This is an optimization exercise on Yosys and OpenROAD, whose aim is a short achievable clock period and few clock cycles, not a production implementation.
In this exercise RTL edits were held to simulation tests only and were not proved equivalent to the original.
No activity file was given, so power comes from the tool's default toggle rates.

$ cat flow/design.v
localparam
    ZERO        = 32'd0,
    OPAND       = 5'd0,
    OPOR        = 5'd1,
    OPXOR       = 5'd2,
    OPADD       = 5'd3,
    OPSUB       = 5'd4,
    OPSLT       = 5'd5,
    OPSLTU      = 5'd6,
    OPSLL       = 5'd7,
    OPSRL       = 5'd8,
    OPSRA       = 5'd9,
    OPLUI       = 5'd10,
    OPMUL       = 5'd11,
    OPMULH      = 5'd12,
    OPMULHU     = 5'd13,
    OPMULHSU    = 5'd14,
    OPDIV       = 5'd15,
    OPDIVU      = 5'd16,
    OPREM       = 5'd17,
    OPREMU      = 5'd18,
    OPNULL      = 5'd31,  
    OPC_LOAD        = 7'b0000011,
    OPC_OPIMM       = 7'b0010011,
    OPC_STORE       = 7'b0100011,
    OPC_RTYPE       = 7'b0110011,
    OPC_BRANCH      = 7'b1100011,
    OPC_JALR        = 7'b1100111,
    OPC_JAL         = 7'b1101111,
    OPC_LUI         = 7'b0110111,
    FUNCT7_ADD      = 7'b0000000,
    FUNCT7_SUB      = 7'b0100000,
    FUNCT7_SLT      = 7'b0000000,
    FUNCT7_OR       = 7'b0000000,
    FUNCT7_AND      = 7'b0000000,
    FUNCT3_LW       = 3'b010,
    FUNCT3_SW       = 3'b010,
    FUNCT3_ADD      = 3'b000,
    FUNCT3_SUB      = 3'b000,
    FUNCT3_SLT      = 3'b010,
    FUNCT3_OR       = 3'b110,
    FUNCT3_AND      = 3'b111,
    FUNCT3_BEQ      = 3'b000,
    FUNCT3_JALR     = 3'b000,
    TEXT_ADDRESS    = 32'h0040_0000,
    DATA_ADDRESS    = 32'h1001_0000,
    STACK_ADDRESS   = 32'h1001_03FC,
    GP              = DATA_ADDRESS;
module mux4 (
   input  wire [31:0] entr0, entr1, entr2, entr3,
   input  wire [1:0]  sel,
   output reg  [31:0] saida
);
always @(*)
begin
   case (sel)
      2'b00:
         saida <= entr0;
      2'b01:
         saida <= entr1;
      2'b10:
         saida <= entr2;
      2'b11:
         saida <= entr3;
   endcase
end
endmodule
module ProxPC (
   input  wire        iReset,
   input  wire        iHold,            
   input  wire        iSure,            
   input  wire        iRet,             
   input  wire        iBtb,             
   input  wire [31:0] iPC,              
   input  wire [31:0] iLink,            
   input  wire [9:0]  iTidx,            
   input  wire [9:0]  iRas,             
   input  wire [9:0]  iBtgt,            
   input  wire        iWrap,            
   input  wire        iDRedir,          
   input  wire [31:0] iDTgt,            
   input  wire        iC,               
   input  wire        iJv,              
   input  wire        iPred,            
   input  wire        iMisEq, iMisNe,   
   input  wire [31:0] iJtgt,            
   input  wire [31:0] iT1, iT0,         
   output wire [31:0] oNext
);
localparam
    ZERO        = 32'd0,
    OPAND       = 5'd0,
    OPOR        = 5'd1,
    OPXOR       = 5'd2,
    OPADD       = 5'd3,
    OPSUB       = 5'd4,
    OPSLT       = 5'd5,
    OPSLTU      = 5'd6,
    OPSLL       = 5'd7,
    OPSRL       = 5'd8,
    OPSRA       = 5'd9,
    OPLUI       = 5'd10,
    OPMUL       = 5'd11,
    OPMULH      = 5'd12,
    OPMULHU     = 5'd13,
    OPMULHSU    = 5'd14,
    OPDIV       = 5'd15,
    OPDIVU      = 5'd16,
    OPREM       = 5'd17,
    OPREMU      = 5'd18,
    OPNULL      = 5'd31,  
    OPC_LOAD        = 7'b0000011,
    OPC_OPIMM       = 7'b0010011,
    OPC_STORE       = 7'b0100011,
    OPC_RTYPE       = 7'b0110011,
    OPC_BRANCH      = 7'b1100011,
    OPC_JALR        = 7'b1100111,
    OPC_JAL         = 7'b1101111,
    OPC_LUI         = 7'b0110111,
    FUNCT7_ADD      = 7'b0000000,
    FUNCT7_SUB      = 7'b0100000,
    FUNCT7_SLT      = 7'b0000000,
    FUNCT7_OR       = 7'b0000000,
    FUNCT7_AND      = 7'b0000000,
    FUNCT3_LW       = 3'b010,
    FUNCT3_SW       = 3'b010,
    FUNCT3_ADD      = 3'b000,
    FUNCT3_SUB      = 3'b000,
    FUNCT3_SLT      = 3'b010,
    FUNCT3_OR       = 3'b110,
    FUNCT3_AND      = 3'b111,
    FUNCT3_BEQ      = 3'b000,
    FUNCT3_JALR     = 3'b000,
    TEXT_ADDRESS    = 32'h0040_0000,
    DATA_ADDRESS    = 32'h1001_0000,
    STACK_ADDRESS   = 32'h1001_03FC,
    GP              = DATA_ADDRESS;
wire s_d    = iDRedir;
wire s_hold = iHold;
wire s_go   = ~iHold & ~iDRedir;
wire s_sure = s_go & iSure;
wire s_ret  = s_go & iRet;
wire s_btb  = s_go & iBtb;
wire s_seq  = s_go & ~(iSure | iRet | iBtb);
wire [9:0] pidx = ({10{s_sure}} & iTidx) | ({10{s_ret}} & iRas) | ({10{s_btb}} & iBtgt);
wire       s_pred = s_sure | s_ret | s_btb;
wire [19:0] f_up   = (iWrap & ~iHold) ? iLink[31:12] : iPC[31:12];
wire [11:0] f_lo   = ({12{s_hold}} & iPC[11:0]) |
                     ({12{s_seq}}  & iLink[11:0]) |
                     {pidx, 2'b00};
wire [31:0] f_next = s_d ? iDTgt : {f_up, f_lo};
wire c1_f = ~iReset & (iJv ? iPred : ~iMisEq);
wire c1_j = ~iReset & iJv & ~iPred;
wire c1_t = ~iReset & ~iJv & iMisEq;
wire c0_f = ~iReset & ~iJv & ~iMisNe;
wire c0_j = ~iReset & iJv;
wire c0_t = ~iReset & ~iJv & iMisNe;
wire u_f = iC ? c1_f : c0_f;
wire u_j = iC ? c1_j : c0_j;
wire [31:0] t = iC ? iT1 : iT0;
wire u_t = iC ? c1_t : c0_t;
assign oNext = ({32{u_f}} & f_next) |
               ({32{u_j}} & iJtgt) |
               ({32{u_t}} & t) |
               ({32{iReset}} & TEXT_ADDRESS);
endmodule
module adder (
   input  wire [31:0] iA,
   input  wire [31:0] iB,
   output reg  [31:0] out
);
always @(*)
begin
   out <= iA + iB;
end
endmodule
module ks_adder #(parameter W = 32, parameter L = 5) (
   input  wire [W-1:0] iA,
   input  wire [W-1:0] iB,
   input  wire         iCin,
   output wire [W-1:0] oSum,
   output wire [W-1:0] oCarry           
);
wire [W-1:0] p0 = iA ^ iB;
wire [W-1:0] g [0:L];
wire [W-1:0] p [0:L];
assign g[0] = (iA & iB) | {{(W-1){1'b0}}, p0[0] & iCin};
assign p[0] = p0;
genvar l, i;
generate
   for (l = 0; l < L; l = l + 1) begin : nivel
      for (i = 0; i < W; i = i + 1) begin : posicao
         if (i >= (1 << l)) begin : comb
            assign g[l+1][i] = g[l][i] | (p[l][i] & g[l][i-(1<<l)]);
            assign p[l+1][i] = p[l][i] & p[l][i-(1<<l)];
         end else begin : repassa
            assign g[l+1][i] = g[l][i];
            assign p[l+1][i] = p[l][i];
         end
      end
   end
endgenerate
assign oSum = p0 ^ {g[L][W-2:0], iCin};
assign oCarry = g[L];
endmodule
module ALU (
    input  wire [31:0] iA, iB,
    input  wire [31:0] iLink,
    input  wire        iAdd, iSub, iAnd, iOr, iSlt, iSelB, iSelLink,
    output wire [31:0] oResult,
    output wire [31:0] oSum, oDiff,      
    output wire        oLt,              
    output wire [31:0] oEarly,           
    output wire        oEq
    );
wire [31:0] diff, c_sum, c_diff;
ks_adder #(32, 5) soma (.iA(iA), .iB(iB),  .iCin(1'b0), .oSum(oSum), .oCarry(c_sum));
ks_adder #(32, 5) sub  (.iA(iA), .iB(~iB), .iCin(1'b1), .oSum(diff), .oCarry(c_diff));
wire        lt = (iA[31] != iB[31]) ? iA[31] : ~c_diff[30];
assign oDiff = diff;
assign oLt   = lt;
wire [31:0] early = ({32{iAnd}}  & (iA & iB)) |
                    ({32{iOr}}   & (iA | iB)) |
                    ({32{iSelB}} & iB) |
                    ({32{iSelLink}} & iLink);
assign oResult = ({32{iAdd}} & oSum) |
                 ({32{iSub}} & diff) |
                 {31'b0, iSlt & lt} |
                 early;
assign oEarly = early;
assign oEq = (iA == iB);
endmodule
module ImmGen (
    input        [31:0] iInstrucao,
    output logic [31:0] oImm
);
localparam
    ZERO        = 32'd0,
    OPAND       = 5'd0,
    OPOR        = 5'd1,
    OPXOR       = 5'd2,
    OPADD       = 5'd3,
    OPSUB       = 5'd4,
    OPSLT       = 5'd5,
    OPSLTU      = 5'd6,
    OPSLL       = 5'd7,
    OPSRL       = 5'd8,
    OPSRA       = 5'd9,
    OPLUI       = 5'd10,
    OPMUL       = 5'd11,
    OPMULH      = 5'd12,
    OPMULHU     = 5'd13,
    OPMULHSU    = 5'd14,
    OPDIV       = 5'd15,
    OPDIVU      = 5'd16,
    OPREM       = 5'd17,
    OPREMU      = 5'd18,
    OPNULL      = 5'd31,  
    OPC_LOAD        = 7'b0000011,
    OPC_OPIMM       = 7'b0010011,
    OPC_STORE       = 7'b0100011,
    OPC_RTYPE       = 7'b0110011,
    OPC_BRANCH      = 7'b1100011,
    OPC_JALR        = 7'b1100111,
    OPC_JAL         = 7'b1101111,
    OPC_LUI         = 7'b0110111,
    FUNCT7_ADD      = 7'b0000000,
    FUNCT7_SUB      = 7'b0100000,
    FUNCT7_SLT      = 7'b0000000,
    FUNCT7_OR       = 7'b0000000,
    FUNCT7_AND      = 7'b0000000,
    FUNCT3_LW       = 3'b010,
    FUNCT3_SW       = 3'b010,
    FUNCT3_ADD      = 3'b000,
    FUNCT3_SUB      = 3'b000,
    FUNCT3_SLT      = 3'b010,
    FUNCT3_OR       = 3'b110,
    FUNCT3_AND      = 3'b111,
    FUNCT3_BEQ      = 3'b000,
    FUNCT3_JALR     = 3'b000,
    TEXT_ADDRESS    = 32'h0040_0000,
    DATA_ADDRESS    = 32'h1001_0000,
    STACK_ADDRESS   = 32'h1001_03FC,
    GP              = DATA_ADDRESS;
always @ (*)
    case (iInstrucao[6:0])
        OPC_LOAD,
        OPC_OPIMM,
        OPC_JALR:
            oImm <= {{20{iInstrucao[31]}}, iInstrucao[31:20]};
        OPC_STORE:
            oImm <= {{20{iInstrucao[31]}}, iInstrucao[31:25], iInstrucao[11:7]};
        OPC_BRANCH:
            oImm <= {{20{iInstrucao[31]}}, iInstrucao[7], iInstrucao[30:25], iInstrucao[11:8], 1'b0};
        OPC_JAL:
            oImm <= {{12{iInstrucao[31]}}, iInstrucao[19:12], iInstrucao[20], iInstrucao[30:21], 1'b0};
        OPC_LUI:
            oImm <= {iInstrucao[31:12], {12{1'b0}}};		
        default:
            oImm <= ZERO;
    endcase
endmodule
module ControleULA (
   input  wire [1:0] opULA,
   input  wire [2:0] funct3,
   input  wire [6:0] funct7,
   output reg  [4:0] codULA
);
localparam
    ZERO        = 32'd0,
    OPAND       = 5'd0,
    OPOR        = 5'd1,
    OPXOR       = 5'd2,
    OPADD       = 5'd3,
    OPSUB       = 5'd4,
    OPSLT       = 5'd5,
    OPSLTU      = 5'd6,
    OPSLL       = 5'd7,
    OPSRL       = 5'd8,
    OPSRA       = 5'd9,
    OPLUI       = 5'd10,
    OPMUL       = 5'd11,
    OPMULH      = 5'd12,
    OPMULHU     = 5'd13,
    OPMULHSU    = 5'd14,
    OPDIV       = 5'd15,
    OPDIVU      = 5'd16,
    OPREM       = 5'd17,
    OPREMU      = 5'd18,
    OPNULL      = 5'd31,  
    OPC_LOAD        = 7'b0000011,
    OPC_OPIMM       = 7'b0010011,
    OPC_STORE       = 7'b0100011,
    OPC_RTYPE       = 7'b0110011,
    OPC_BRANCH      = 7'b1100011,
    OPC_JALR        = 7'b1100111,
    OPC_JAL         = 7'b1101111,
    OPC_LUI         = 7'b0110111,
    FUNCT7_ADD      = 7'b0000000,
    FUNCT7_SUB      = 7'b0100000,
    FUNCT7_SLT      = 7'b0000000,
    FUNCT7_OR       = 7'b0000000,
    FUNCT7_AND      = 7'b0000000,
    FUNCT3_LW       = 3'b010,
    FUNCT3_SW       = 3'b010,
    FUNCT3_ADD      = 3'b000,
    FUNCT3_SUB      = 3'b000,
    FUNCT3_SLT      = 3'b010,
    FUNCT3_OR       = 3'b110,
    FUNCT3_AND      = 3'b111,
    FUNCT3_BEQ      = 3'b000,
    FUNCT3_JALR     = 3'b000,
    TEXT_ADDRESS    = 32'h0040_0000,
    DATA_ADDRESS    = 32'h1001_0000,
    STACK_ADDRESS   = 32'h1001_03FC,
    GP              = DATA_ADDRESS;
always @(*)
begin
   case (opULA)
      2'b00:
         codULA <= OPADD;    
      2'b01:
         codULA <= OPSUB;    
      2'b10:
         case (funct3)            
            3'b000:
            begin
               if (funct7 == 7'b0)
                  codULA <= OPADD;
               else
                  codULA <= OPSUB;
            end
            3'b010:
                  codULA    <= OPSLT;
            3'b110:
                  codULA    <= OPOR;
            3'b111:
                  codULA    <= OPAND;
            default:
                  codULA    <= OPNULL;
         endcase
      2'b11:
         codULA <= OPLUI;    
      default:
         codULA <= OPNULL;
   endcase
end
endmodule
module Controle (
   input  wire [6:0] opcode,
   output reg        Mem2Reg, LeMem, EscreveMem, Branch, OrigULA, EscreveReg,
   output reg        Jal, Jalr,
   output reg  [1:0] opULA
);
localparam
    ZERO        = 32'd0,
    OPAND       = 5'd0,
    OPOR        = 5'd1,
    OPXOR       = 5'd2,
    OPADD       = 5'd3,
    OPSUB       = 5'd4,
    OPSLT       = 5'd5,
    OPSLTU      = 5'd6,
    OPSLL       = 5'd7,
    OPSRL       = 5'd8,
    OPSRA       = 5'd9,
    OPLUI       = 5'd10,
    OPMUL       = 5'd11,
    OPMULH      = 5'd12,
    OPMULHU     = 5'd13,
    OPMULHSU    = 5'd14,
    OPDIV       = 5'd15,
    OPDIVU      = 5'd16,
    OPREM       = 5'd17,
    OPREMU      = 5'd18,
    OPNULL      = 5'd31,  
    OPC_LOAD        = 7'b0000011,
    OPC_OPIMM       = 7'b0010011,
    OPC_STORE       = 7'b0100011,
    OPC_RTYPE       = 7'b0110011,
    OPC_BRANCH      = 7'b1100011,
    OPC_JALR        = 7'b1100111,
    OPC_JAL         = 7'b1101111,
    OPC_LUI         = 7'b0110111,
    FUNCT7_ADD      = 7'b0000000,
    FUNCT7_SUB      = 7'b0100000,
    FUNCT7_SLT      = 7'b0000000,
    FUNCT7_OR       = 7'b0000000,
    FUNCT7_AND      = 7'b0000000,
    FUNCT3_LW       = 3'b010,
    FUNCT3_SW       = 3'b010,
    FUNCT3_ADD      = 3'b000,
    FUNCT3_SUB      = 3'b000,
    FUNCT3_SLT      = 3'b010,
    FUNCT3_OR       = 3'b110,
    FUNCT3_AND      = 3'b111,
    FUNCT3_BEQ      = 3'b000,
    FUNCT3_JALR     = 3'b000,
    TEXT_ADDRESS    = 32'h0040_0000,
    DATA_ADDRESS    = 32'h1001_0000,
    STACK_ADDRESS   = 32'h1001_03FC,
    GP              = DATA_ADDRESS;
always @(*)
begin
   Jal         <= 1'b0;
   Jalr        <= 1'b0;
   case (opcode)
      OPC_RTYPE:  begin        
         EscreveReg  <= 1'b1;
         Mem2Reg     <= 1'b0;
         LeMem       <= 1'b0;
         EscreveMem  <= 1'b0;
         Branch      <= 1'b0;
         OrigULA     <= 1'b0;
         opULA       <= 2'b10;
      end
      OPC_OPIMM:  begin        
         EscreveReg  <= 1'b1;
         Mem2Reg     <= 1'b0;
         LeMem       <= 1'b0;
         EscreveMem  <= 1'b0;
         Branch      <= 1'b0;
         OrigULA     <= 1'b1;
         opULA       <= 2'b00;
      end
      OPC_LUI:    begin        
         EscreveReg  <= 1'b1;
         Mem2Reg     <= 1'b0;
         LeMem       <= 1'b0;
         EscreveMem  <= 1'b0;
         Branch      <= 1'b0;
         OrigULA     <= 1'b1;
         opULA       <= 2'b11;
      end
      OPC_LOAD:   begin        
         EscreveReg  <= 1'b1;
         Mem2Reg     <= 1'b1;
         LeMem       <= 1'b1;
         EscreveMem  <= 1'b0;
         Branch      <= 1'b0;
         OrigULA     <= 1'b1;
         opULA       <= 2'b00;
      end
      OPC_STORE:  begin        
         EscreveReg  <= 1'b0;
         Mem2Reg     <= 1'b0;
         LeMem       <= 1'b0;
         EscreveMem  <= 1'b1;
         Branch      <= 1'b0;
         OrigULA     <= 1'b1;
         opULA       <= 2'b00;
      end
      OPC_BRANCH: begin        
         EscreveReg  <= 1'b0;
         Mem2Reg     <= 1'b0;
         LeMem       <= 1'b0;
         EscreveMem  <= 1'b0;
         Branch      <= 1'b1;
         OrigULA     <= 1'b0;
         opULA       <= 2'b01;
      end
      OPC_JALR:   begin        
         EscreveReg  <= 1'b1;
         Mem2Reg     <= 1'b0;
         LeMem       <= 1'b0;
         EscreveMem  <= 1'b0;
         Branch      <= 1'b0;
         OrigULA     <= 1'b1;
         opULA       <= 2'b00;
         Jalr        <= 1'b1;
      end
      OPC_JAL:    begin        
         EscreveReg  <= 1'b1;
         Mem2Reg     <= 1'b0;
         LeMem       <= 1'b0;
         EscreveMem  <= 1'b0;
         Branch      <= 1'b0;
         OrigULA     <= 1'b0;
         opULA       <= 2'b00;
         Jal         <= 1'b1;     
      end
      default:    begin
         EscreveReg  <= 1'b0;
         Mem2Reg     <= 1'b0;
         LeMem       <= 1'b0;
         EscreveMem  <= 1'b0;
         Branch      <= 1'b0;
         OrigULA     <= 1'b0;
         opULA       <= 2'b00;
      end
   endcase
end
endmodule
module Registers (
    input  wire         iCLK, iRST,
    input  wire         iRegWrite,
    input  wire  [4:0]  iWriteRegister,
    input  wire  [31:0] iWriteData,
    input  wire  [31:0] iReadSel1, iReadSel2,    
    output wire  [31:0] oReadData1, oReadData2,
    input  wire  [31:0] iReadSelB,               
    output wire  [11:0] oReadBase,               
    output wire  [31:0] oOk,                     
    input  wire         iWrite0, iWrite1,        
    output wire  [31:0] oIs0, oIs1,              
    input  wire  [4:0]  iRegDispSelect,          
    output reg   [31:0] oRegDisp                 
    );
localparam
    ZERO        = 32'd0,
    OPAND       = 5'd0,
    OPOR        = 5'd1,
    OPXOR       = 5'd2,
    OPADD       = 5'd3,
    OPSUB       = 5'd4,
    OPSLT       = 5'd5,
    OPSLTU      = 5'd6,
    OPSLL       = 5'd7,
    OPSRL       = 5'd8,
    OPSRA       = 5'd9,
    OPLUI       = 5'd10,
    OPMUL       = 5'd11,
    OPMULH      = 5'd12,
    OPMULHU     = 5'd13,
    OPMULHSU    = 5'd14,
    OPDIV       = 5'd15,
    OPDIVU      = 5'd16,
    OPREM       = 5'd17,
    OPREMU      = 5'd18,
    OPNULL      = 5'd31,  
    OPC_LOAD        = 7'b0000011,
    OPC_OPIMM       = 7'b0010011,
    OPC_STORE       = 7'b0100011,
    OPC_RTYPE       = 7'b0110011,
    OPC_BRANCH      = 7'b1100011,
    OPC_JALR        = 7'b1100111,
    OPC_JAL         = 7'b1101111,
    OPC_LUI         = 7'b0110111,
    FUNCT7_ADD      = 7'b0000000,
    FUNCT7_SUB      = 7'b0100000,
    FUNCT7_SLT      = 7'b0000000,
    FUNCT7_OR       = 7'b0000000,
    FUNCT7_AND      = 7'b0000000,
    FUNCT3_LW       = 3'b010,
    FUNCT3_SW       = 3'b010,
    FUNCT3_ADD      = 3'b000,
    FUNCT3_SUB      = 3'b000,
    FUNCT3_SLT      = 3'b010,
    FUNCT3_OR       = 3'b110,
    FUNCT3_AND      = 3'b111,
    FUNCT3_BEQ      = 3'b000,
    FUNCT3_JALR     = 3'b000,
    TEXT_ADDRESS    = 32'h0040_0000,
    DATA_ADDRESS    = 32'h1001_0000,
    STACK_ADDRESS   = 32'h1001_03FC,
    GP              = DATA_ADDRESS;
reg  [31:0] rf [1:31];
reg  [31:1] rf_ok;
reg  [31:1] rf_is0, rf_is1;             
wire [32*32-1:0] vals;
assign vals[31:0] = 32'b0;
wire [32*12-1:0] vals12;
assign vals12[11:0] = 12'b0;
genvar gi;
generate
    for (gi = 1; gi < 32; gi = gi + 1) begin : valor
        assign vals[32*gi +: 32]   = rf[gi];
        assign vals12[12*gi +: 12] = rf[gi][11:0];
    end
endgenerate
wire [31:0] ok_all = {rf_ok, 1'b1};     
wire [31:0] disp;
PortaLeitura #(32) porta1 (.iSel(iReadSel1), .iVals(vals), .iOk(ok_all), .oData(oReadData1));
PortaLeitura #(32) porta2 (.iSel(iReadSel2), .iVals(vals), .iOk(ok_all), .oData(oReadData2));
PortaDados   #(12) portaB (.iSel(iReadSelB), .iVals(vals12), .oData(oReadBase));
assign oOk = ok_all;
PortaLeitura #(32) portaD (.iSel(32'b1 << iRegDispSelect), .iVals(vals), .iOk(ok_all), .oData(disp));
always @(posedge iCLK)
    oRegDisp <= disp;
always @(posedge iCLK)
begin
    if (iRegWrite)
        rf[iWriteRegister] <= iWriteData;
end
always @(posedge iCLK or posedge iRST)
begin
    if (iRST) begin
        rf_ok  <= 31'b0;
        rf_is0 <= 31'h7FFF_FFFD;        
        rf_is1 <= 31'b0;
    end else if (iRegWrite) begin
        rf_ok[iWriteRegister]  <= 1'b1;
        rf_is0[iWriteRegister] <= iWrite0;
        rf_is1[iWriteRegister] <= iWrite1;
    end
end
assign oIs0 = {rf_is0, 1'b1};
assign oIs1 = {rf_is1, 1'b0};
endmodule
module PortaLeitura #(parameter W = 32) (
    input  wire [31:0]     iSel,
    input  wire [32*W-1:0] iVals,
    input  wire [31:0]     iOk,
    output wire [W-1:0]    oData
    );
localparam
    ZERO        = 32'd0,
    OPAND       = 5'd0,
    OPOR        = 5'd1,
    OPXOR       = 5'd2,
    OPADD       = 5'd3,
    OPSUB       = 5'd4,
    OPSLT       = 5'd5,
    OPSLTU      = 5'd6,
    OPSLL       = 5'd7,
    OPSRL       = 5'd8,
    OPSRA       = 5'd9,
    OPLUI       = 5'd10,
    OPMUL       = 5'd11,
    OPMULH      = 5'd12,
    OPMULHU     = 5'd13,
    OPMULHSU    = 5'd14,
    OPDIV       = 5'd15,
    OPDIVU      = 5'd16,
    OPREM       = 5'd17,
    OPREMU      = 5'd18,
    OPNULL      = 5'd31,  
    OPC_LOAD        = 7'b0000011,
    OPC_OPIMM       = 7'b0010011,
    OPC_STORE       = 7'b0100011,
    OPC_RTYPE       = 7'b0110011,
    OPC_BRANCH      = 7'b1100011,
    OPC_JALR        = 7'b1100111,
    OPC_JAL         = 7'b1101111,
    OPC_LUI         = 7'b0110111,
    FUNCT7_ADD      = 7'b0000000,
    FUNCT7_SUB      = 7'b0100000,
    FUNCT7_SLT      = 7'b0000000,
    FUNCT7_OR       = 7'b0000000,
    FUNCT7_AND      = 7'b0000000,
    FUNCT3_LW       = 3'b010,
    FUNCT3_SW       = 3'b010,
    FUNCT3_ADD      = 3'b000,
    FUNCT3_SUB      = 3'b000,
    FUNCT3_SLT      = 3'b010,
    FUNCT3_OR       = 3'b110,
    FUNCT3_AND      = 3'b111,
    FUNCT3_BEQ      = 3'b000,
    FUNCT3_JALR     = 3'b000,
    TEXT_ADDRESS    = 32'h0040_0000,
    DATA_ADDRESS    = 32'h1001_0000,
    STACK_ADDRESS   = 32'h1001_03FC,
    GP              = DATA_ADDRESS;
function [W-1:0] le;
    input [31:0] sel;
    integer j, k;
    reg [W-1:0] t [0:31];
    begin
        for (j = 0; j < 32; j = j + 1)
            t[j] = {W{sel[j]}} & iVals[W*j +: W];
        for (k = 16; k > 0; k = k / 2)
            for (j = 0; j < k; j = j + 1)
                t[j] = t[2*j] | t[2*j+1];
        le = t[0];
    end
endfunction
wire ok = |(iSel & iOk);
assign oData = ({W{ok}} & le(iSel)) | ({W{iSel[2] & ~iOk[2]}} & STACK_ADDRESS[W-1:0]);
endmodule
module PortaDados #(parameter W = 12) (
    input  wire [31:0]     iSel,
    input  wire [32*W-1:0] iVals,
    output wire [W-1:0]    oData
    );
function [W-1:0] le;
    input [31:0] sel;
    integer j, k;
    reg [W-1:0] t [0:31];
    begin
        for (j = 0; j < 32; j = j + 1)
            t[j] = {W{sel[j]}} & iVals[W*j +: W];
        for (k = 16; k > 0; k = k / 2)
            for (j = 0; j < k; j = j + 1)
                t[j] = t[2*j] | t[2*j+1];
        le = t[0];
    end
endfunction
assign oData = le(iSel);
endmodule
module Uniciclo (
    input  logic        clockCPU,
    input  logic        reset,
    input  logic [4:0]  RegIn,
    output logic [31:0] PC,
    input  logic [31:0] Instr,
    output logic [31:0] MemAddr, MemWrData,
    output logic        MemWrEn,
    input  logic [31:0] MemRdData,
    output logic [31:0] RegOut
    );
localparam
    ZERO        = 32'd0,
    OPAND       = 5'd0,
    OPOR        = 5'd1,
    OPXOR       = 5'd2,
    OPADD       = 5'd3,
    OPSUB       = 5'd4,
    OPSLT       = 5'd5,
    OPSLTU      = 5'd6,
    OPSLL       = 5'd7,
    OPSRL       = 5'd8,
    OPSRA       = 5'd9,
    OPLUI       = 5'd10,
    OPMUL       = 5'd11,
    OPMULH      = 5'd12,
    OPMULHU     = 5'd13,
    OPMULHSU    = 5'd14,
    OPDIV       = 5'd15,
    OPDIVU      = 5'd16,
    OPREM       = 5'd17,
    OPREMU      = 5'd18,
    OPNULL      = 5'd31,  
    OPC_LOAD        = 7'b0000011,
    OPC_OPIMM       = 7'b0010011,
    OPC_STORE       = 7'b0100011,
    OPC_RTYPE       = 7'b0110011,
    OPC_BRANCH      = 7'b1100011,
    OPC_JALR        = 7'b1100111,
    OPC_JAL         = 7'b1101111,
    OPC_LUI         = 7'b0110111,
    FUNCT7_ADD      = 7'b0000000,
    FUNCT7_SUB      = 7'b0100000,
    FUNCT7_SLT      = 7'b0000000,
    FUNCT7_OR       = 7'b0000000,
    FUNCT7_AND      = 7'b0000000,
    FUNCT3_LW       = 3'b010,
    FUNCT3_SW       = 3'b010,
    FUNCT3_ADD      = 3'b000,
    FUNCT3_SUB      = 3'b000,
    FUNCT3_SLT      = 3'b010,
    FUNCT3_OR       = 3'b110,
    FUNCT3_AND      = 3'b111,
    FUNCT3_BEQ      = 3'b000,
    FUNCT3_JALR     = 3'b000,
    TEXT_ADDRESS    = 32'h0040_0000,
    DATA_ADDRESS    = 32'h1001_0000,
    STACK_ADDRESS   = 32'h1001_03FC,
    GP              = DATA_ADDRESS;
reg  [31:0] pc_n;                       
wire [31:0] pc_i = ~pc_n;
reg         d_valid;
reg  [31:0] ir;                         
reg  [31:0] d_oh1, d_oh2;               
reg  [31:0] d_pc;
reg  [31:0] d_ptgt;                     
reg         d_pred;
reg         d_beqq;                     
reg  [31:0] d_bimmq;                    
reg         e_valid;
reg  [31:0] e_a, e_b, e_sd;             
reg  [31:0] e_pc;                       
reg  [31:0] e_link;                     
reg  [31:0] e_bimm;                     
reg  [31:0] e_tgt;                      
reg  [31:0] e_t1, e_t0;                 
reg  [31:0] e_jk0, e_jk1;               
reg         e_mis_eq, e_mis_ne;         
reg  [31:0] e_ptgt;                     
reg         e_pred;                     
reg  [4:0]  e_rd;
reg         e_wr, e_load, e_store, e_beq, e_jal, e_jalr, e_ret;
reg         e_eload;                    
reg         e_add, e_sub, e_and, e_or, e_slt, e_selb, e_link_sel;
reg         e_addiq;                    
reg         e_ltp, e_ltp_ok;            
reg  [31:0] e_nimm;                     
reg         m_valid;
reg  [31:0] m_res;
reg  [4:0]  m_rd;
reg         m_wr, m_load, m_we;
reg  [31:0] m_addr, m_wdata;
wire [31:0] f_link = pc_i + 32'd4;
wire [6:0] f_opc  = Instr[6:0];
wire f_use1  = (f_opc == OPC_RTYPE) | (f_opc == OPC_OPIMM) | (f_opc == OPC_LOAD) |
               (f_opc == OPC_STORE) | (f_opc == OPC_BRANCH) | (f_opc == OPC_JALR);
wire f_use2  = (f_opc == OPC_RTYPE) | (f_opc == OPC_STORE) | (f_opc == OPC_BRANCH);
wire f_sure  = (f_opc == OPC_JAL) |
               ((f_opc == OPC_BRANCH) & (Instr[19:15] == Instr[24:20]));
wire f_ret   = (f_opc == OPC_JALR) & (Instr[11:7] == 5'd0) & (Instr[19:15] == 5'd1);
wire [31:0] f_immB = {{20{Instr[31]}}, Instr[7], Instr[30:25], Instr[11:8], 1'b0};
wire [31:0] f_immJ = {{12{Instr[31]}}, Instr[19:12], Instr[20], Instr[30:21], 1'b0};
wire [9:0]  f_offj = {Instr[20], Instr[30:22]};
wire [9:0]  f_offb = {Instr[7], Instr[30:25], Instr[11:9]};
wire [9:0]  f_tidxj, f_tidxb;
ks_adder #(10, 4) somaJ (.iA(pc_i[11:2]), .iB(f_offj), .iCin(1'b0), .oSum(f_tidxj), .oCarry());
ks_adder #(10, 4) somaB (.iA(pc_i[11:2]), .iB(f_offb), .iCin(1'b0), .oSum(f_tidxb), .oCarry());
wire [9:0]  f_tidx = Instr[3] ? f_tidxj : f_tidxb;
reg  [9:0]  ras [0:1];                  
reg         ras_sp;                     
reg         ras_ok;                     
reg         ras_full;
wire [9:0]  ras_top = ras[~ras_sp];
localparam BN = 3;                      
localparam BT = 7;                      
reg  [(1<<BN)-1:0] btb_v;
reg  [BT-1:0] btb_tag [0:(1<<BN)-1];
reg  [9:0]    btb_tgt [0:(1<<BN)-1];
reg  [1:0]    btb_ctr [0:(1<<BN)-1];
wire [BN-1:0] f_idx = pc_i[BN+1:2];
wire [(1<<BN)-1:0] f_sel;
wire [9:0]  f_btgt_e [0:(1<<BN)-1];
genvar ge;
generate
    for (ge = 0; ge < (1<<BN); ge = ge + 1) begin : entrada
        assign f_sel[ge] = btb_v[ge] & btb_ctr[ge][1] & (f_idx == ge) &
                           (btb_tag[ge] == pc_i[BN+BT+1:BN+2]);
        assign f_btgt_e[ge] = {10{f_sel[ge]}} & btb_tgt[ge];
    end
endgenerate
wire        btb_taken = (|f_sel) & ((f_opc == OPC_BRANCH) | (f_opc == OPC_JALR));
function [9:0] or_tgt;
    input integer n;
    integer k;
    begin
        or_tgt = 10'b0;
        for (k = 0; k < n; k = k + 1)
            or_tgt = or_tgt | f_btgt_e[k];
    end
endfunction
wire [9:0]  f_btgt = or_tgt(1<<BN);
wire        f_pred_ret = f_ret & ras_ok;
wire        f_pred = f_sure | f_pred_ret | btb_taken;
wire        btb_only = (|f_sel) &
                       (((f_opc == OPC_BRANCH) & (Instr[19:15] != Instr[24:20])) |
                        ((f_opc == OPC_JALR) & ~(f_ret & ras_ok)));
wire [9:0]  f_pidx = f_sure ? f_tidx : f_pred_ret ? ras_top : f_btgt;
wire        f_wrap = (pc_i[11:2] == 10'h3FF);
wire [31:0] f_ptgt = {(f_wrap ? f_link[31:12] : pc_i[31:12]), f_pidx, 2'b00};
wire [6:0] opc    = ir[6:0];
wire [2:0] funct3 = ir[14:12];
wire [6:0] funct7 = ir[31:25];
wire [4:0] rs1    = ir[19:15];
wire [4:0] rs2    = ir[24:20];
wire [4:0] rd     = ir[11:7];
wire d_r     = (opc == OPC_RTYPE);
wire d_addi  = (opc == OPC_OPIMM);
wire d_lui   = (opc == OPC_LUI);
wire d_lw    = (opc == OPC_LOAD);
wire d_sw    = (opc == OPC_STORE);
wire d_beq   = (opc == OPC_BRANCH);
wire d_jal   = (opc == OPC_JAL);
wire d_jalr  = (opc == OPC_JALR);
wire d_wr    = d_r | d_addi | d_lui | d_lw | d_jal | d_jalr;
wire d_use1  = d_r | d_addi | d_lw | d_sw | d_beq | d_jalr;
wire d_use2  = d_r | d_sw | d_beq;
wire d_useimm = d_addi | d_lui | d_lw | d_sw | d_jalr;
wire d_radd  = d_r & (funct3 == 3'b000) & (funct7 == 7'b0);
wire d_rsub  = d_r & (funct3 == 3'b000) & (funct7 != 7'b0);
wire d_add   = d_addi | d_lw | d_sw | d_radd;
wire d_and   = d_r & (funct3 == 3'b111);
wire d_or    = d_r & (funct3 == 3'b110);
wire d_slt   = d_r & (funct3 == 3'b010);
wire d_ret   = d_jalr & (rd == 5'd0) & (rs1 == 5'd1);
wire d_call  = (d_jal | d_jalr) & (rd == 5'd1);
wire [31:0] immI = {{20{ir[31]}}, ir[31:20]};
wire [31:0] immS = {{20{ir[31]}}, ir[31:25], ir[11:7]};
wire [31:0] immB = {{20{ir[31]}}, ir[7], ir[30:25], ir[11:8], 1'b0};
wire [31:0] immJ = {{12{ir[31]}}, ir[19:12], ir[20], ir[30:21], 1'b0};
wire [31:0] immU = {ir[31:12], 12'b0};
wire [31:0] d_imm  = d_sw  ? immS :
                     d_lui ? immU : immI;
wire [31:0] d_bimm = d_bimmq;
wire [31:0] d_link = d_pc + 32'd4;
wire [31:0] m_wb   = m_load ? MemRdData : m_res;
wire        m_wen  = m_valid & m_wr;            
wire        e_fwd_ok = e_valid & e_wr;          
reg         d_e1, d_e2, d_m1, d_m2;
wire [31:0] d_rf1, d_rf2;
wire [31:0] rf_is0, rf_is1;             
reg         d_is0_1, d_is1_1, d_is0_2, d_is1_2;    
wire        m_res0 = (m_res == 32'd0);
wire        m_res1 = (m_res == 32'd1);
wire        m_wb0  = m_load ? (MemRdData == 32'd0) : m_res0;
wire        m_wb1  = m_load ? (MemRdData == 32'd1) : m_res1;
wire [11:0] n_rfb;                      
reg  [11:0] d_rfb;                      
wire [31:0] rf_okv;                     
reg         d_ok1;                      
Registers bancoReg (
    .iCLK(clockCPU), .iRST(reset),
    .iRegWrite(m_wen), .iWriteRegister(m_rd), .iWriteData(m_wb),
    .iReadSel1(d_oh1), .iReadSel2(d_oh2),
    .oReadData1(d_rf1), .oReadData2(d_rf2), .iReadSelB(32'b1 << n_rs1), .oReadBase(n_rfb),
    .oOk(rf_okv),
    .iWrite0(m_wb0), .iWrite1(m_wb1),
    .oIs0(rf_is0), .oIs1(rf_is1),
    .iRegDispSelect(RegIn), .oRegDisp(RegOut)
);
wire        s1_e  = d_e1;
wire        s1_m  = ~d_e1 & d_m1;
wire        s1_rf = ~d_e1 & ~d_m1;
wire        sb_i  = d_useimm;
wire        sb_e  = ~d_useimm & d_e2;
wire        sb_m  = ~d_useimm & ~d_e2 & d_m2;
wire        sb_rf = ~d_useimm & ~d_e2 & ~d_m2;
wire        ss_e  = d_e2;
wire        ss_m  = ~d_e2 & d_m2;
wire        ss_rf = ~d_e2 & ~d_m2;
wire [31:0] d_tgt;
ks_adder #(32, 5) somaAlvo (.iA(d_pc), .iB(d_bimm), .iCin(1'b0), .oSum(d_tgt), .oCarry());
wire [31:0] tx     = d_pc ^ d_bimm ^ d_ptgt;
wire [31:0] tc     = (d_pc & d_bimm) | ((d_pc ^ d_bimm) & ~d_ptgt);
wire        tgt_ok = (tx == {tc[30:0], 1'b0});
wire [31:0] d_jk0, d_jk1;
ks_adder #(32, 5) subJalr0 (.iA(d_ptgt), .iB(~immI), .iCin(1'b1), .oSum(d_jk0), .oCarry());
ks_adder #(32, 5) subJalr1 (.iA({d_ptgt[31:1], 1'b1}), .iB(~immI), .iCin(1'b1), .oSum(d_jk1), .oCarry());
wire        d_early = d_valid & d_lw & ~d_e1 & (d_m1 | d_ok1) &
                      ~(e_valid & (e_store | (e_load & ~e_eload)));
wire [11:0] d_lsum_rf, d_lsum_m;
ks_adder #(12, 4) somaEndR (.iA(d_rfb), .iB(immI[11:0]), .iCin(1'b0), .oSum(d_lsum_rf), .oCarry());
ks_adder #(12, 4) somaEndM (.iA(m_wb[11:0]),  .iB(immI[11:0]), .iCin(1'b0), .oSum(d_lsum_m),  .oCarry());
wire [11:0] d_lsum = s1_m ? d_lsum_m : d_lsum_rf;
wire [31:0] d_pa = d_e1 ? MemRdData : m_wb;
wire [31:0] d_pb = d_e2 ? MemRdData : m_wb;
wire        d_ltp = (d_pa[31] != d_pb[31]) ? d_pa[31] : (d_pa < d_pb);    
function [31:0] fwd_res;
    input        sel;
    input [31:0] f_sum, f_diff;
    input        f_lt;
    input [31:0] f_early;
    begin
        fwd_res = ({32{sel & e_eload}} & MemRdData) |
                  ({32{sel & e_add}} & f_sum) |
                  ({32{sel & e_sub}} & f_diff) |
                  {31'b0, sel & e_slt & f_lt} |
                  ({32{sel}} & f_early);
    end
endfunction
reg  d_stall;
wire [31:0] A = e_a;
wire [31:0] B = e_b;
wire [31:0] sum, res, diff, early;
wire        eq, lt;
ALU ULA (
    .iA(A), .iB(B), .iLink(e_link),
    .iAdd(e_add), .iSub(e_sub), .iAnd(e_and), .iOr(e_or), .iSlt(e_slt),
    .iSelB(e_selb), .iSelLink(e_link_sel),
    .oResult(res), .oSum(sum), .oDiff(diff), .oLt(lt), .oEarly(early), .oEq(eq)
);
wire        j_ok = (A == e_jk0) | (A == e_jk1);
wire        e_taken = e_jal | e_jalr | (e_beq & eq);
wire        e_jv    = e_valid & e_jalr;
wire        e_c     = e_jalr ? j_ok : eq;
wire        e_mis   = e_c ? (e_jv ? ~e_pred : e_mis_eq) : (e_jv | e_mis_ne);
wire [31:0] e_jtgt  = {sum[31:1], 1'b0};
wire [31:0] e_ntgt  = e_jalr ? e_jtgt : ((e_jal | (e_beq & eq)) ? e_tgt : e_link);
wire        d_o0 = d_e1 ? d_is0_2 : d_is0_1;
wire        d_o1 = d_e1 ? d_is1_2 : d_is1_1;
wire        e_eqn = (A == e_nimm);                           
wire        der  = d_valid & d_beqq & ~d_stall & (d_e1 ^ d_e2) & ~(d_e1 ? d_m2 : d_m1) &
                   (e_slt ? (e_ltp_ok & (d_o0 | d_o1)) : ((e_addiq | e_sub) & d_o0));
wire        k_slt = der & e_slt;
wire        k_add = der & e_addiq;
wire        k_sub = der & e_sub;
wire        der_t = (k_slt & (e_ltp ^ d_o0)) | (k_add & e_eqn) | (k_sub & eq);
wire        d_pred2 = der ? der_t : d_pred;
wire        d_redir = der & (der_t ^ d_pred);
wire [31:0] d_rtgt  = der_t ? d_tgt : d_link;
wire        d_mis_t = ~(d_pred2 & (d_redir | tgt_ok));
wire        d_mis_n = d_pred2;
wire d_adv = d_valid & ~e_mis & ~d_stall;       
wire f_hold = ~e_mis & d_stall;                  
wire [31:0] pc_next;
ProxPC proxPC (
    .iReset(reset),
    .iHold(d_stall), .iSure(f_sure), .iRet(f_pred_ret), .iBtb(btb_only),
    .iPC(pc_i), .iLink(f_link),
    .iTidx(f_tidx), .iRas(ras_top), .iBtgt(f_btgt), .iWrap(f_wrap),
    .iDRedir(d_redir), .iDTgt(d_rtgt),
    .iC(e_c), .iJv(e_jv), .iPred(e_pred), .iMisEq(e_mis_eq), .iMisNe(e_mis_ne),
    .iJtgt(e_jtgt), .iT1(e_t1), .iT0(e_t0),
    .oNext(pc_next)
);
always @(posedge clockCPU)
begin
    PC   <= pc_next;
    pc_n <= ~pc_next;
end
wire [4:0]  n_rs1 = d_stall ? ir[19:15] : Instr[19:15];
wire [4:0]  n_rs2 = d_stall ? ir[24:20] : Instr[24:20];
wire        n_m1  = m_wen & (m_rd == n_rs1);
wire        n_m2  = m_wen & (m_rd == n_rs2);
always @(posedge clockCPU)
begin
    d_e1 <= ~d_stall & d_valid & d_wr & (rd != 5'd0) & (n_rs1 == rd);
    d_e2 <= ~d_stall & d_valid & d_wr & (rd != 5'd0) & (n_rs2 == rd);
    d_m1 <= e_fwd_ok & (e_rd == n_rs1);
    d_m2 <= e_fwd_ok & (e_rd == n_rs2);
end
always @(posedge clockCPU)
begin
    d_oh1   <= 32'b1 << n_rs1;
    d_ok1   <= rf_okv[n_rs1] | n_m1;       
    d_rfb   <= n_m1 ? m_wb[11:0] : n_rfb;
    d_oh2   <= 32'b1 << n_rs2;
    d_is0_1 <= n_m1 ? m_wb0 : rf_is0[n_rs1];
    d_is1_1 <= n_m1 ? m_wb1 : rf_is1[n_rs1];
    d_is0_2 <= n_m2 ? m_wb0 : rf_is0[n_rs2];
    d_is1_2 <= n_m2 ? m_wb1 : rf_is1[n_rs2];
end
always @(posedge clockCPU)
begin
    if (~d_stall) begin                      
        ir     <= Instr;
        d_pc   <= pc_i;
        d_ptgt <= f_ptgt;
        d_pred <= f_pred;
        d_beqq <= (f_opc == OPC_BRANCH);
        d_bimmq <= Instr[3] ? f_immJ : f_immB;
    end
end
always @(posedge clockCPU or posedge reset)
begin
    if (reset) begin
        d_valid <= 1'b0;
        d_stall <= 1'b0;
        e_valid <= 1'b0;
        e_mis_eq <= 1'b0;
        e_mis_ne <= 1'b0;
        m_valid <= 1'b0;
    end else begin
        d_valid <= f_hold ? d_valid : ~(e_mis | d_redir);
        d_stall <= ~f_hold & ~e_mis & ~d_redir & d_valid & d_lw & ~d_early & (rd != 5'd0) &
                   ((f_use1 & (Instr[19:15] == rd)) | (f_use2 & (Instr[24:20] == rd)));
        e_valid <= d_adv;
        e_mis_eq <= d_adv & ~d_jalr & ((d_beq | d_jal) ? d_mis_t : d_mis_n);
        e_mis_ne <= d_adv & ~d_jalr & (d_jal ? d_mis_t : d_mis_n);
        m_valid <= e_valid;
    end
end
always @(posedge clockCPU)
begin
    e_a      <= fwd_res(s1_e, sum, diff, lt, early) |
                ({32{s1_m}} & m_wb) | ({32{s1_rf}} & d_rf1);
    e_b      <= fwd_res(sb_e, sum, diff, lt, early) |
                ({32{sb_m}} & m_wb) | ({32{sb_rf}} & d_rf2) | ({32{sb_i}} & d_imm);
    e_sd     <= fwd_res(ss_e, sum, diff, lt, early) |
                ({32{ss_m}} & m_wb) | ({32{ss_rf}} & d_rf2);
    e_pc     <= d_pc;
    e_link   <= d_link;
    e_bimm   <= d_bimm;
    e_tgt    <= d_tgt;
    e_t1     <= (d_beq | d_jal) ? d_tgt : d_link;
    e_t0     <= d_jal ? d_tgt : d_link;
    e_jk0    <= d_jk0;
    e_jk1    <= d_jk1;
    e_ptgt   <= d_redir ? d_tgt : d_ptgt;
    e_pred   <= d_pred2;
    e_rd     <= rd;
    e_wr     <= d_wr & (rd != 5'd0);
    e_load   <= d_lw;
    e_eload  <= d_early;
    e_store  <= d_sw;
    e_beq    <= d_beq;
    e_jal    <= d_jal;
    e_jalr   <= d_jalr;
    e_ret    <= d_ret;
    e_add    <= d_add & ~d_early;
    e_addiq  <= d_addi;
    e_ltp    <= d_ltp;
    e_ltp_ok <= d_slt & (d_e1 ? e_eload : d_m1) & (d_e2 ? e_eload : d_m2);
    e_nimm   <= ~d_imm + 32'd1;
    e_sub    <= d_rsub;
    e_and    <= d_and;
    e_or     <= d_or;
    e_slt    <= d_slt;
    e_selb   <= d_lui;
    e_link_sel <= d_jal | d_jalr;
    m_res    <= e_eload ? MemRdData : res;
    m_we     <= ~reset & e_valid & e_store;       
    m_rd     <= e_rd;
    m_wr     <= e_wr;
    m_load   <= e_load & ~e_eload;
    m_addr   <= d_early ? {20'b0, d_lsum[11:2], 2'b00} : sum;
    m_wdata  <= e_sd;
end
assign MemAddr   = m_addr;
assign MemWrData = m_wdata;
assign MemWrEn   = m_we;
reg        u_v, u_taken, u_hit;
reg  [1:0] u_ctr;
reg  [9:0] u_pcidx;
reg  [9:0] u_tgt;
always @(posedge clockCPU or posedge reset)
begin
    if (reset)
        u_v <= 1'b0;
    else
        u_v <= e_valid & (e_beq | e_jalr) & ~e_ret;
end
always @(posedge clockCPU)
begin
    u_taken <= e_taken;
    u_hit   <= e_bhit;
    u_ctr   <= e_taken ? (e_bhit ? ((e_bctr == 2'b11) ? 2'b11 : e_bctr + 2'b01) : 2'b11)
                       : ((e_bctr == 2'b00) ? 2'b00 : e_bctr - 2'b01);
    u_pcidx <= e_pc[11:2];
    u_tgt   <= e_ntgt[11:2];
end
wire [BN-1:0] u_idx = u_pcidx[BN-1:0];
wire [BT-1:0] u_tag = u_pcidx[BN+BT-1:BN];
wire [BN-1:0] e_bidx = e_pc[BN+1:2];
wire       e_bhit = btb_v[e_bidx] & (btb_tag[e_bidx] == e_pc[BN+BT+1:BN+2]);
wire [1:0] e_bctr = btb_ctr[e_bidx];
always @(posedge clockCPU or posedge reset)
begin
    if (reset)
        btb_v <= {(1<<BN){1'b0}};
    else if (u_v & u_taken)
        btb_v[u_idx] <= 1'b1;
end
always @(posedge clockCPU)
begin
    if (u_v) begin
        if (u_taken) begin
            btb_tag[u_idx] <= u_tag;
            btb_tgt[u_idx] <= u_tgt;
            btb_ctr[u_idx] <= u_ctr;
        end else if (u_hit) begin
            btb_ctr[u_idx] <= u_ctr;
        end
    end
end
wire d_go     = d_valid & ~d_stall;
wire ras_push = d_go & d_call;
wire ras_pop  = d_go & d_ret & ras_ok;
always @(posedge clockCPU or posedge reset)
begin
    if (reset) begin
        ras_sp   <= 1'b0;
        ras_ok   <= 1'b0;
        ras_full <= 1'b0;
    end else if (ras_push & ~ras_pop) begin
        ras_sp   <= ~ras_sp;
        ras_full <= ras_ok;
        ras_ok   <= 1'b1;
    end else if (ras_pop & ~ras_push) begin
        ras_sp   <= ~ras_sp;
        ras_ok   <= ras_full;
        ras_full <= 1'b0;
    end
end
always @(posedge clockCPU)
begin
    if (ras_push & ras_pop)
        ras[~ras_sp] <= d_link[11:2];
    else if (ras_push)
        ras[ras_sp] <= d_link[11:2];
end
endmodule
$ cat flow/flow/run.sh
#!/bin/bash
# Layout flow: the standard ORFS flow (standard.sh) with these changes:
#  - synthesis leaves adders to ABC instead of mapping full/half-adder cells,
#    and ABC maps with a shorter script (flow/abc_speed.script: choices,
#    then delay-oriented mapping and sizing);
#  - a few slow cells (4-input ORs, 4-input muxes, majority gates, ...) are
#    not used (a222oi, which comes in one size only, too);
#  - after placement, the flip-flops that drive output ports are moved next
#    to the ports' buffers (flow/move_out_ffs.tcl, log in move_out_ffs.log).
# Each tool's output stays in its ORFS log under orfs/logs; make's output
# goes to flow_make.log.
set -euo pipefail
MARGIN=6.8
SLOW=""
for c in or4_1 or4_2 or4_4 or4b_1 or4b_2 or4b_4 or4bb_1 or4bb_2 or4bb_4 \
         or3_1 or3_2 or3_4 or3b_1 or3b_2 or3b_4 mux4_1 mux4_2 mux4_4 \
         nor4b_1 nor4b_2 nor4b_4 nor4bb_1 nor4bb_2 nor4bb_4 \
         a2111o_1 a2111o_2 a2111o_4 o2111a_1 o2111a_2 o2111a_4 o41a_1 o41a_2 o41a_4 \
         maj3_1 maj3_2 maj3_4 a222oi_1; do
    SLOW="$SLOW sky130_fd_sc_hd__$c"
done
PLAT=$(make -s -C "$FLOW_HOME" DESIGN_CONFIG="$FLOW_CONFIG" WORK_HOME="$(pwd)/orfs" \
       print-DONT_USE_CELLS 2>/dev/null | sed -n 's/^DONT_USE_CELLS: //p')
echo "platform dont-use: $PLAT" > dont_use.log
[ -n "$PLAT" ]
DU="$PLAT$SLOW"
# ORFS's scripts, with our ABC script
rm -rf scripts_abc
cp -r "$FLOW_HOME/scripts" scripts_abc
cp flow/abc_speed.script scripts_abc/abc_speed.script
SD="$(pwd)/scripts_abc"
sed -E "s|SETUP_SLACK_MARGIN=[^ ]+|SETUP_SLACK_MARGIN=${MARGIN} ADDER_MAP_FILE= SCRIPTS_DIR=${SD} 'DONT_USE_CELLS=${DU}'|" standard.sh > std_custom.sh
grep -q "SETUP_SLACK_MARGIN=${MARGIN}" std_custom.sh
# placement, then the output flip-flops moved next to their ports' buffers,
# then the rest of the flow from clock tree synthesis on
bash std_custom.sh place > flow_make.log 2>&1
PLACED=$(ls orfs/results/*/*/*/3_place.odb)
ODB="$PLACED" openroad -no_init -exit flow/move_out_ffs.tcl > move_out_ffs.log 2>&1
grep -q "moved" move_out_ffs.log
bash std_custom.sh >> flow_make.log 2>&1
$ cat flow/flow/abc_speed.script
&get -n
&st
&dch
&nf 
&put
buffer -c
topo
stime -c
upsize -c 
dnsize -c 
$ cat flow/flow/move_out_ffs.tcl
# Moves each flip-flop that drives an output port's buffer (and nothing else)
# next to that buffer, which placement put by the port (MemAddr's half way
# only), then legalizes.
# Reads and rewrites the placed design given in ODB.
set pdir $::env(FLOW_HOME)/platforms/sky130hd
read_lef $pdir/lef/sky130_fd_sc_hd.tlef
read_lef $pdir/lef/sky130_fd_sc_hd_merged.lef
read_db $::env(ODB)

proc drv_inst {net} {
  foreach it [$net getITerms] {
    if {[$it isOutputSignal]} { return [$it getInst] }
  }
  return ""
}

set block [ord::get_db_block]
set moved 0
foreach bt [$block getBTerms] {
  if {[$bt getIoType] ne "OUTPUT"} continue
  set buf [drv_inst [$bt getNet]]
  if {$buf eq ""} continue
  set inet ""
  foreach it [$buf getITerms] {
    if {[$it isInputSignal]} { set inet [$it getNet] }
  }
  if {$inet eq ""} continue
  set ff [drv_inst $inet]
  if {$ff eq ""} continue
  if {![string match "*__df*" [[$ff getMaster] getName]]} continue
  if {[llength [$inet getITerms]] > 2} continue
  set loc [$buf getLocation]
  if {[string match "MemAddr*" [$bt getName]]} {
    # MemAddr's go half way only: their inputs come from a long path too
    set f [$ff getLocation]
    $ff setLocation [expr {([lindex $loc 0] + [lindex $f 0]) / 2}] \
                    [expr {([lindex $loc 1] + [lindex $f 1]) / 2}]
  } else {
    $ff setLocation [lindex $loc 0] [lindex $loc 1]
  }
  incr moved
}
puts "moved $moved flip-flops next to their output buffers"
detailed_placement
check_placement
write_db $::env(ODB)
$ cat flow/standard.sh
#!/bin/bash
# synth_recipe.tcl (not shown) runs the flow's synth.tcl, then flattens the netlist and writes it again
# the make line also repeats each setting of config.mk as NAME=value (left out here)
make -C /OpenROAD-flow-scripts/flow DESIGN_CONFIG=/design/flow/config.mk WORK_HOME=/design/flow/orfs CLKGATE_MAP_FILE= SYNTH_SCRIPT=/design/flow/synth_recipe.tcl "${@:-finish}"
$ cat flow/config.mk
export PLATFORM = sky130hd
export DESIGN_NAME = Uniciclo
export DESIGN_NICKNAME = Uniciclo
export VERILOG_FILES = /design/flow/design.v
export SDC_FILE = /design/flow/constraint.sdc
export NUM_CORES = 8
export LEC_CHECK = 0
export CAP_MARGIN = 20
export CORE_MARGIN = 2
export CORE_UTILIZATION = 33
export PLACE_DENSITY = 0.42
export SETUP_SLACK_MARGIN = 0.6
export SLEW_MARGIN = 20
$ cat flow/constraint.sdc
create_clock -name core_clock -period 10.0 [get_ports {clockCPU}]
set_input_delay 2.0000 -clock core_clock [delete_from_list [all_inputs] [get_ports {clockCPU}]]
set_output_delay 2.0000 -clock core_clock [all_outputs]
set_load 0.01 [all_outputs]
==> results of run 1 <==
[cell type report]
class	instances	area, um2
fill	28760	172400
sequential	2023	54240
multi-input combinational	6781	52640
timing repair buffer	1396	15570
clock buffer	318	6639
tap	4120	5155
clock inverter	128	1390
inverter	178	849.6
antenna	82	205.2
timing repair inverter	7	52.55
[metal layers]
metal | wire length (um) | global-route usage (%) | share of wire, %
met1 | 253000 | 50.13 | 35
met2 | 303600 | 64.18 | 42
met3 | 93650 | 17.61 | 13
met4 | 72150 | 33.13 | 10
met5 | 805 | 0.6627 | 0.11
[registers in the layout, summed over array words and instances (netlist names), 32 cells and up]
name               flops
PC                    32
d_oh1                 32
e_sd                  32
btb_tgt               80
e_nimm                32
ir                    32
m_res                 32
e_t0                  32
m_addr                32
e_a                   32
d_oh2                 32
e_jk0                 32
pc_n                  32
btb_tag               56
bancoReg.rf          992
d_pc                  32
bancoReg.oRegDisp     32
e_jk1                 32
e_b                   32
m_wdata               32
[timing repair]
item                                    CTS  global route
buffers inserted                        470           248
gates resized for setup                2088           785
setup endpoints to repair              1262           753
pin swaps                               236           254
gates cloned                             46            23
endpoints found under the hold margin     0             0
[worst max-delay path, stage by stage]
cell and delay [ps]:
buf_6 130, mux2_4 370, nand2_8 170, buf_4 140, nor4_4 40, buf_6 230, a221oi_2 360, nand4_1 200
nor3_4 560, a21oi_2 60
[layout by cell type (no fill, tap or decap), types with 58 or more instances in the layout]
cell type     n
clkbuf_16   259
nor2b_1      67
dfrtp_1      79
a22o_1      656
a31oi_1      63
nand2_1     699
buf_12      177
xnor2_1     334
o21ai_0     425
dfxtp_1     417
nand4_1     361
a22oi_1     579
nand2b_1     92
diode_2      82
edfxtp_1   1273
a221oi_1    535
nor4_4       58
nor2_4       61
o211ai_1     70
a221oi_2     63
xor2_1      189
nand3_1     167
nor2_1      440
inv_1       127
mux2i_1      79
dfxtp_2     171
o21ai_1      75
buf_4       739
nor4_1       95
a21oi_2      63
buf_6       287
a21oi_1     346
[where the power goes]
part	leakage [nW]	switching, W	total [W]	internal (W)
clock network	3.93	0.00393	0.00917	0.00524
registers	18.2	0.000281	0.00932	0.00904
logic	25.9	0.00219	0.00342	0.00124
[per-stage QoR]
| step | hold WS, ps | utilization (%) | instances |
|---|---|---|---|
| 2_1_floorplan | 309.6 | - | 9708 |
| 3_3_place_gp | 311.1 | 36.26 | 13710 |
| 3_5_place_dp | 314.7 | 36.30 | 13720 |
| 4_1_cts | 331.9 | 42.25 | 14680 |
| 5_1_grt | 329.6 | 44.18 | 14960 |
| 6_report | 331.5 | 44.24 | 15030 |
[worst max path at each step]
stage              start                    to  slack, ps  depth (start not counted)
5_1_grt        m_addr[5]            MemAddr[5]       6520                          1
6_report       Instr[16]              d_rfb[5]       6520                         10
3_3_place_gp   Instr[18]              d_rfb[5]       3520                          9
2_1_floorplan      reset                PC[26]       5490                          5
3_5_place_dp    RegIn[4]  bancoReg.oRegDisp[2]       3750                          9
4_1_cts        m_addr[5]            MemAddr[5]       6530                          1
[cell families after synthesis]
group	after synthesis	synth area share [%]
AOI/OAI and AO/OA	3461	24.76
xor gates and xnor gates	641	5.541
buffers and inverters	912	3.502
DFF	2023	52.50
muxes	164	1.652
and+or+nand+nor	2507	12.04
==> run summary, run 1 <==
Synthesis:
- The most common flop cell mapped by yosys is edfxtp_1.
- Counting flops with an async set or reset pin after synthesis yields a share of 5.487%.
- By count the netlist is led by edfxtp_1 (1273), nand2_1 (733), a22o_1 (656).
- The most common cell in the synthesized netlist is edfxtp_1.
- The number of enable-type register cells in the synthesized netlist is 1273.
- The number of warnings issued by yosys is 9.
- The average cell area after synthesis is 10.56 um2.
- The number of nets handed over by synthesis was 9779.
- edfxtp_1 takes more of the synthesized area than any other cell.
- The share of the synthesized area in the top cell type is 37.28%.
- The mapped netlist covers 102500 um2.
- The post-synthesis register bit count is 2023.
- Yosys attributes the largest share of cell area to edfxtp_1 (37%), dfxtp_1 (12%), a22o_1 (5.6%).
- Sequential elements use 52.50% of the synthesized area.
- The number of distinct library cell variants in the gate-level netlist after synthesis is 94.
- The number of instances in the synthesized netlist is 9708.

Setup path:
- The kind of launch point of the worst setup path is a primary input.
- The launching point of the worst reg2reg path is d_oh1[20].
- The register-to-register setup slack is 6520 ps.
- The largest driver fanout on the critical path is 13.
- At the worst endpoint, the arrival time is 4310 ps.
- The number of cell instances on the worst register-to-register path is 8.
- The capture point of the worst reg-to-reg path is e_a[16].
- The kind of end point of the critical path is a flop.
- Data on the critical path is required at its endpoint by 10830 ps.
- The worst setup path is of the in2reg kind.

Global routing:
- The wire length of the first global-routing pass is 925700 um.
- The largest net degree at the start of global routing is 75.
- The number of global-route vias before repair was 97400.
- Global routing consumed, over all layers together, 43.43% of the routing resources.
- The initial antenna violation count is 88.
- The total congestion overflow is 0.

Clock network:
- Clock tree synthesis selected as its root buffer the cell clkbuf_16.
- The number of clock buffers added by TritonCTS is 237.
- The number of buffers inserted by hold repair at cts is 0.
- The maximum buffer depth of the clock tree is 4.
- The number of levels in the clock H-tree is 4.
- The number of clock sinks is 2023.
- The clock transition at the registers of the reported paths is 60 ps.
- TritonCTS built the clock tree.
- Clock latency on the worst-skew pair, taken at its later pin, is 1000 ps.

Placed design:
- The final estimated routing congestion in global placement is 1.008.
- Detailed placement finished with a half-perimeter wire length of 431900 um.
- The post-detailed-placement cell area is 112200 um2.
- The number of buffers inserted by port buffering is 199.
- Timing analysis after detailed placement gives a worst setup slack of 3751 ps.

Detailed routing:
- The vias per cell is 7.147.
- Summing over every cut layer, the via total after detailed routing is 107400.
- The remaining antenna violation count is 0.
- After detailed routing, the average wire length per cell comes to 48.11 um.
- In the routed design, unresolved DRC markers number 0.
- After the first detailed-routing iteration, the DRC count stood at 18010.
- The overall routed net length is 723200 um.
- The number of iterations in the first detailed-routing pass is 14.

Timing:
- The maximum achievable frequency is 287.1 MHz.
- Between clock sinks in the finished design, the worst skew comes to 74.92 ps.
- The setup TNS is 0 ps.
- The part of the cycle the worst path needs is 34.83%.
- In this run the tightest slew margin relative to its limit is 11.25%.
- The smallest clock period supported by the final layout is computed as 3483 ps.
- Setup violations remaining at the end of the flow were counted as 0.
- The final-report max-slew violation count is 0.
- Setup repair after global routing could not meet its margin everywhere.
- The final count of hold timing violations came to 0.
- For the pin with the worst max-slew slack, the measured transition is 1331 ps.
- The post-route worst setup slack is 6517 ps.

Worst hold path:
- The worst hold path begins at e_sd[27].
- For hold timing, the worst endpoint is m_wdata[27].
- The worst hold path cell count is 0.
- The path category of the worst min-delay check is reg2reg.

Floorplanning:
- The number of placed I/O pins is 200.
- The overall die width is 561.4 um.
- The cell row count is 204.
- The core area is 309100 um2.
- The initial standard-cell utilization of the core is 33.17%.
- The area of the die is 315200 um2.
- The height of the chip is 561.4 um.

Final layout:
- The net count of the finished layout is 10700.
- Compared with the post-synthesis result, the final layout area differs by 33.36%.
- After routing the design area is 136700 um2.
- Of the cells placed in the final design, the portion with a size suffix greater than 1 is 28.71%.

Job:
- The tool flagged a number of max-cap violations equal to 0.

Pwr:
- The leakage power total is 48.09 nW.
- The total chip power is 0.02192 W.
- The total power divided by cell area is 160.3 nW/um2.
- IR analysis of the VDD net gives a maximum drop of 0.0001733 V.

Run status:
- The run finished with no timing, DRC or antenna violations.
Testbench counts, summed over its fixed seeds: cycles 89,603.
==> run 2: changes to the inputs <==
--- a/flow/config.mk
+++ b/flow/config.mk
@@ -8,6 +8,6 @@
 export CAP_MARGIN = 20
 export CORE_MARGIN = 2
-export CORE_UTILIZATION = 33
-export PLACE_DENSITY = 0.42
+export CORE_UTILIZATION = 37
+export PLACE_DENSITY = 0.47
 export SETUP_SLACK_MARGIN = 0.6
 export SLEW_MARGIN = 20
==> run 2 against run 1 <==
  * Synthesized area did not move
  * Final cell count fell by 3.0%
  * Largest cell class unchanged
  * Register-to-register slack got worse by 180 ps
  * Still clean
  * Fmax fell by 4.8%
  * Clock-buffer cell count fell by 17
  * Setup slack got worse by 180 ps
  * Core utilization rose by 4.7 points
  * Sequential cell count did not move
  * Clock power fell by 2%
  * Synthesized cell count did not move
==> run summary, run 2 <==
Synthesis:
- The number of enable-type register cells in the synthesized netlist came to 1273 (unchanged).
- In the synthesized netlist, the cells that appear most often are edfxtp_1 (1273), nand2_1 (733), a22o_1 (656).
- The most common flop cell mapped by yosys is edfxtp_1.
- The share of async-settable or async-resettable flops after synthesis came to 5.487% (unchanged).
- The number of instances in the synthesized netlist is 9708 (unchanged).
- The post-synthesis register bit count is 2023 (unchanged).
- edfxtp_1 takes more of the synthesized area than any other cell.

Pwr:
- The total power divided by cell area is 160.9 nW/um2 (+0.39%).
- The maximum vdd drop is 0.0001518 V (-12%).

Setup path:
- The worst register-to-register path begins at e_a[29].
- The data arrival time of the worst path is 4370 ps (+60 ps).
- The critical path goes through buf_6 -> buf_4 -> xor2_1 -> nor4_2 -> nand4_1 -> o21ai_2 -> o22ai_4 -> clkbuf_16 -> buf_4 -> mux2i_1 -> o211ai_1.
- The critical path data required time is 10710 ps (-120 ps).
- The critical path in this run is classified as reg2reg.

Detailed routing:
- The wire length per cell is 49.22 um (+2.3%).
- The DRC violations left is 0 (unchanged).

Worst hold path:
- The path category of the worst min-delay check is reg2reg.

Timing:
- Setup repair after global routing could not meet its margin everywhere.
- The final-report max-slew violation count came to 0 (unchanged).
- The number of failing setup endpoints in the final timing report was 0 (unchanged).
- The maximum achievable frequency came to 273.2 MHz (-4.8%).
- The remaining max-slew budget at the tightest pin is 10.28% (-0.97 points).
- The part of the cycle the worst path needs was 36.60% (+1.8 points).

Floorplanning:
- The cell row count is 193 (-5.4%).
- The number of placed I/O pins came to 200 (unchanged).
- The height of the chip came to 530.4 um (-5.5%).

Clock network:
- The number of clock sinks is 2023 (unchanged).
- The number of buffers inserted during clock tree synthesis is 230 (-3.0%).
- CTS placed an instance of clkbuf_16 at the clock tree root.
- TritonCTS built the clock tree.

Run status:
- The flow ran to the end and the layout has no timing, DRC or antenna violations.

Final layout:
- The library cells used most frequently in the layout, excluding fill and tap cells, are edfxtp_1 (1273), buf_4 (739), nand2_1 (704).
- The share of post-route cells with drive strength above 1 is 27.84% (-0.87 points).

Global routing:
- The global router's overall resource usage is 48.48% (+5.0 points).
## run 2: cell count changes in the layout (fill, tap and decap cells not counted), sizes merged, moves of 4 or more
| cell | change |
|---|---|
| clkbuf | -7 |
| buf | -53 |
| clkdlybuf4s15 | -5 |
| diode | +32 |
| clkinvlp | +4 |
| dlygate4sd2 | -4 |
## run 2: timing repair
| item | 4_1_cts | 5_1_grt |
|---|---|---|
| gates resized for setup | 1891 | 942 |
| setup buffers | 374 | 301 |
| gates cloned | 37 | 18 |
| setup endpoints to repair | 1578 | 662 |
| pin swaps | 166 | 281 |
## run 2: power breakdown
group | switching (W) | internal (W) | total (W) | leakage, nW
logic | 0.00218 | 0.00121 | 0.00338 | 25.6
clock network | 0.00390 | 0.00512 | 0.00901 | 3.81
registers | 0.000296 | 0.00904 | 0.00934 | 18.2
total | 0.00637 | 0.0154 | 0.0217 | 47.6
## run 2: cell type report
type / count / area, um2 / share of cell area [%]
timing repair inverter: 7 / 41.29 / 0.03057
clock inverter: 131 / 1474 / 1.091
multi-input combinational: 6779 / 52590 / 38.94
sequential: 2023 / 54230 / 40.15
inverter: 178 / 849.6 / 0.6290
timing repair buffer: 1345 / 14630 / 10.83
tap: 3705 / 4636 / 3.432
clock buffer: 301 / 6326 / 4.684
antenna: 114 / 285.3 / 0.2112
## run 2: logic make-up (layout without fill, tap and decap cells)
logic type             Yosys count  count (layout)  synth area share (%)
multiplexers                   164             168                 1.652
AND/OR/NAND/NOR               2507            2508                 12.04
other                            0             114                     0
buffers and inverters          912            1962                 3.502
XOR/XNOR                       641             641                 5.541
flip-flops                    2023            2023                 52.50
AO/OA/AOI/OAI                 3461            3462                 24.76
## run 2: worst register-to-register path: cells and delay by family, from the launching register on
family | cells | cell delay (ps)
AO/OA/AOI/OAI | 3 | 1310
buffers and inverters | 4 | 740
AND/OR/NAND/NOR | 2 | 700
flip-flops | 1 | 320
multiplexers | 1 | 210
XOR/XNOR | 1 | 160
## run 2: layer usage
layer	wire length [um]	GRT usage [%]	part of all wire, %	vias to the layer above
li1	-	-	-	40300
met1	243000	55.66	34	53720
met2	292800	69.75	41	11280
met3	102800	21.70	14	3959
met4	78320	38.25	11	56
met5	864	1.419	0.12	-
## run 2: through the flow
| step | utilization, % | cells | hold WS (ps) | setup WS, ps | total power (W) |
|---|---|---|---|---|---|
| 3_3_place_gp | 40.43 | 13300 | 313.3 | 3633 | 0.01207 |
| 6_report | 48.93 | 14580 | 329.0 | 6340 | 0.02174 |
| 2_1_floorplan | - | 9708 | 309.6 | 5494 | 0.01079 |
| 3_5_place_dp | 40.47 | 13310 | 313.2 | 3661 | 0.01207 |
| 5_1_grt | 48.85 | 14490 | 331.5 | 6477 | 0.02207 |
| 4_1_cts | 46.36 | 14150 | 331.6 | 6155 | 0.02123 |
## run 2: worst min path at each step
stage,slack (ps),endpoint,start,cells past startpoint
6_report,330,m_wdata[14],e_sd[14],0
5_1_grt,330,m_wdata[14],e_sd[14],0
2_1_floorplan,310,m_wdata[0],e_sd[0],0
3_5_place_dp,310,m_wdata[1],e_sd[1],0
3_3_place_gp,310,m_wdata[23],e_sd[23],0
4_1_cts,330,m_wdata[26],e_sd[26],0

Check on run 2: ideal ports give 6.340 ns setup slack; a clkbuf_16 on the clock port and buf_2 on the inputs give 6.340 ns; moving port delays by the midpoint clock arrival (1.070 ns) as well gives 5.483 ns.
